This design comes from an exercise in tuning for small area, a short achievable clock period and few clock cycles per item on the open sky130 flow, not from production work.

## run a
Design haze_removal, start of the top module:
module haze_removal( clock, reset, in_valid, frame_start, win_r, win_g, win_b,
                     out_valid, Jr, Jg, Jb );
Size: about 250 I/O pins, about 0.023 mm^2 of cells after synthesis.
==> module haze_removal, before the edit <==
module haze_removal( clock, reset, in_valid, frame_start, win_r, win_g, win_b,
                     out_valid, Jr, Jg, Jb );
parameter ICUT = 1;                   
parameter GCUT = 0;                   
parameter MCUT = 0;                   
parameter [7:0] DCUT = 8'b00100001;   
parameter SCUT = 0;                   
parameter OCUT = 1;                   
input clock;
input reset;
input in_valid;
input frame_start;
input [71:0] win_r, win_g, win_b;
output out_valid;
output [7:0] Jr, Jg, Jb;
wire [71:0] wr, wg, wb;
wire        v0, fs0;
PIPE  #(217, ICUT) p_i  (clock, {frame_start, win_r, win_g, win_b}, {fs0, wr, wg, wb});
VPIPE #(ICUT)      p_iv (clock, reset, in_valid, v0);
wire [23:0] gr_c, gg_c, gb_c;
MINB #(3) g_r0 (wr[23:0],  gr_c[7:0]);
MINB #(3) g_r1 (wr[47:24], gr_c[15:8]);
MINB #(3) g_r2 (wr[71:48], gr_c[23:16]);
MINB #(3) g_g0 (wg[23:0],  gg_c[7:0]);
MINB #(3) g_g1 (wg[47:24], gg_c[15:8]);
MINB #(3) g_g2 (wg[71:48], gg_c[23:16]);
MINB #(3) g_b0 (wb[23:0],  gb_c[7:0]);
MINB #(3) g_b1 (wb[47:24], gb_c[15:8]);
MINB #(3) g_b2 (wb[71:48], gb_c[23:16]);
wire [23:0] gr, gg, gb;
wire [7:0]  cr1, cg1, cb1;
wire        v1, fs1;
PIPE  #(97, GCUT) p_g  (clock, {fs0, gr_c, gg_c, gb_c, wr[39:32], wg[39:32], wb[39:32]},
                               {fs1, gr, gg, gb, cr1, cg1, cb1});
VPIPE #(GCUT)      p_gv (clock, reset, v0, v1);
wire [7:0] mr_c, mg_c, mb_c, bc3;
transmission_estimation bc_est (cr1, cg1, cb1, bc3);
MINB #(3) m_r (gr, mr_c);
MINB #(3) m_g (gg, mg_c);
MINB #(3) m_b (gb, mb_c);
wire [7:0] mr, mg, mb, bc3m, cr, cg, cb;
wire       v2, fs2;
PIPE  #(57, MCUT) p_m  (clock, {fs1, mr_c, mg_c, mb_c, bc3, cr1, cg1, cb1},
                               {fs2, mr, mg, mb, bc3m, cr, cg, cb});
VPIPE #(MCUT)     p_mv (clock, reset, v1, v2);
wire [7:0] t_n;
MINB #(4) t_max ({~bc3m, mr, mg, mb}, t_n);
wire [7:0] t = ~t_n;
wire [7:0] Ar, Ag, Ab;        
wire [6:0] Ar_q, Ag_q, Ab_q;  
alight_est al_r (clock, reset, v2, fs2, mr, Ar, Ar_q);
alight_est al_g (clock, reset, v2, fs2, mg, Ag, Ag_q);
alight_est al_b (clock, reset, v2, fs2, mb, Ab, Ab_q);
wire [7:0] dr, dg, db;
wire       sr, sg, sb;
ABSDIFF ad_r (cr, Ar, dr, sr);
ABSDIFF ad_g (cg, Ag, dg, sg);
ABSDIFF ad_b (cb, Ab, db, sb);
wire [23:0] br [0:8];
wire [23:0] bg [0:8];
wire [23:0] bb [0:8];
wire [7:0]  tt [0:8];
wire        vv [0:8];
assign br[0] = {sr, Ar[6:0], 8'd0, dr};
assign bg[0] = {sg, Ag[6:0], 8'd0, dg};
assign bb[0] = {sb, Ab[6:0], 8'd0, db};
assign tt[0] = t;
assign vv[0] = v2;
genvar k;
generate
for (k = 0; k < 8; k = k + 1) begin : step
    wire [23:0] xr, xg, xb;
    wire [7:0]  xt;
    wire        xv;
    DPIPE #(DCUT[k], (DCUT & ((8'd1 << k) - 8'd1)) != 8'd0) p_d (clock, reset, br[k], bg[k], bb[k], tt[k], vv[k],
                                 Ar_q, Ag_q, Ab_q, xr, xg, xb, xt, xv);
    div_step #(.K(7-k)) sr (xr, xt, br[k+1]);
    div_step #(.K(7-k)) sg (xg, xt, bg[k+1]);
    div_step #(.K(7-k)) sb (xb, xt, bb[k+1]);
    assign tt[k+1] = xt;
    assign vv[k+1] = xv;
end
endgenerate
wire [23:0] yr, yg, yb;
wire [7:0]  yt;
wire        yv;
DPIPE #(SCUT, DCUT != 8'd0) p_s (clock, reset, br[8], bg[8], bb[8], tt[8], vv[8],
                          Ar_q, Ag_q, Ab_q, yr, yg, yb, yt, yv);
wire [7:0] Jr_c, Jg_c, Jb_c;
scene_recovery rc_r ({1'b1, yr[22:16]}, yr[15:8], yr[23], Jr_c);
scene_recovery rc_g ({1'b1, yg[22:16]}, yg[15:8], yg[23], Jg_c);
scene_recovery rc_b ({1'b1, yb[22:16]}, yb[15:8], yb[23], Jb_c);
PIPE  #(24, OCUT) p_o  (clock, {Jr_c, Jg_c, Jb_c}, {Jr, Jg, Jb});
VPIPE #(OCUT)     p_ov (clock, reset, yv, out_valid);
endmodule
==> flow/config.mk <==
export PLATFORM = sky130hd
export DESIGN_NAME = haze_removal
export DESIGN_NICKNAME = haze_removal
export VERILOG_FILES = /design/flow/design.v
export SDC_FILE = /design/flow/constraint.sdc
export NUM_CORES = 4
export LEC_CHECK = 0
export ABC_AREA = 1
export CAP_MARGIN = 20
export CORE_MARGIN = 2
export CORE_UTILIZATION = 40
export SLEW_MARGIN = 20
==> flow/constraint.sdc <==
create_clock -name core_clock -period 40.0 [get_ports {clock}]
set_input_delay 8.0000 -clock core_clock [delete_from_list [all_inputs] [get_ports {clock}]]
set_output_delay 8.0000 -clock core_clock [all_outputs]
set_load 0.01 [all_outputs]
standard.sh (not shown) runs the stock make flow with config.mk's settings and CLKGATE_MAP_FILE= SYNTH_SCRIPT=/design/flow/synth_recipe.tcl, a recipe that flattens the netlist after the stock synthesis.
==> flow/flow/run.sh <==
#!/bin/bash
# The standard layout (bash standard.sh: ORFS synthesis to finish, with
# the standard flow's config.mk and SDC unchanged), with two changes to how the layout is
# made:
#  * the port buffers are plain buffers (buf_1) instead of the delay buffers
#    that buffer_ports otherwise picks;
#  * repair_timing aims for a setup slack margin, so that the resizer works on
#    the critical paths although the 40 ns clock is met with room to spare.
# Each tool's full output goes to standard.log in this folder (ORFS also
# keeps its per-step logs under orfs/logs).
set -euo pipefail
export BUFFER_PORTS_ARGS="-buffer_cell sky130_fd_sc_hd__buf_1"
export SETUP_SLACK_MARGIN=${SETUP_SLACK_MARGIN_OVERRIDE:-28.5}
bash standard.sh > standard.log 2>&1
Run a ran to completion and came out clean on the timing, DRC and antenna checks.
Input changes introduced in run b (baseline for comparison: run a):
-- flow/design.v --
<<< run a, line 142
parameter GCUT = 0;                   
parameter MCUT = 0;                   
parameter [7:0] DCUT = 8'b00100001;   
parameter SCUT = 0;                   
parameter OCUT = 1;                   
>>> run b, line 142
parameter GCUT = 0;                   
parameter MCUT = 0;                   
parameter [7:0] DCUT = 8'b01000001;   
parameter SCUT = 0;                   
parameter OCUT = 1;                   
<<< run a, line 174
wire [7:0] mr_c, mg_c, mb_c, bc3;
transmission_estimation bc_est (cr1, cg1, cb1, bc3);
MINB #(3) m_r (gr, mr_c);
MINB #(3) m_g (gg, mg_c);
MINB #(3) m_b (gb, mb_c);
wire [7:0] mr, mg, mb, bc3m, cr, cg, cb;
wire       v2, fs2;
>>> run b, line 174
wire [7:0] mr_c, mg_c, mb_c, bc3;
transmission_estimation bc_est (cr1, cg1, cb1, bc3);
MIN9 m_r (wr, mr_c);
MIN9 m_g (wg, mg_c);
MIN9 m_b (wb, mb_c);
wire [7:0] mr, mg, mb, bc3m, cr, cg, cb;
wire       v2, fs2;
[summary]
Changes observed in run b relative to run a: worst setup slack shrank by 0.32 ns, first-pass GRT wire length shrank by 470 um.
Routed length per placed instance: higher on run b
Run b against run a: net count of the finished layout has decreased.
No run of this note included a check of the RTL's function; only the layout flow was run.

-- separate check: timing with driven ports --
Ports are ideal in the flow. The routed layouts listed here were re-timed in OpenROAD. Step 1, drivers: a clkbuf_16 drives clock and a buf_2 each remaining input, both assumed. Step 2, shift: input delay + t, output delay - t, t = (earliest + latest rising clock arrival at the registers) / 2. This alone moves slack from input paths to output paths. a / b / c = ideal ports / drivers / drivers and shift; a / b = the first two.
run | t, ns | slack for setup (ns) | slew at the worst register clock pin (ns) | cell pins on the clock port's net
run a | 0.632 | 30.956 / 30.899 / 31.200 | 0.07 / 0.07 | 1
run b | 0.621 | 30.632 / 30.632 / 30.632 | 0.07 / 0.07 | 1
After both steps every run listed still meets setup and hold.
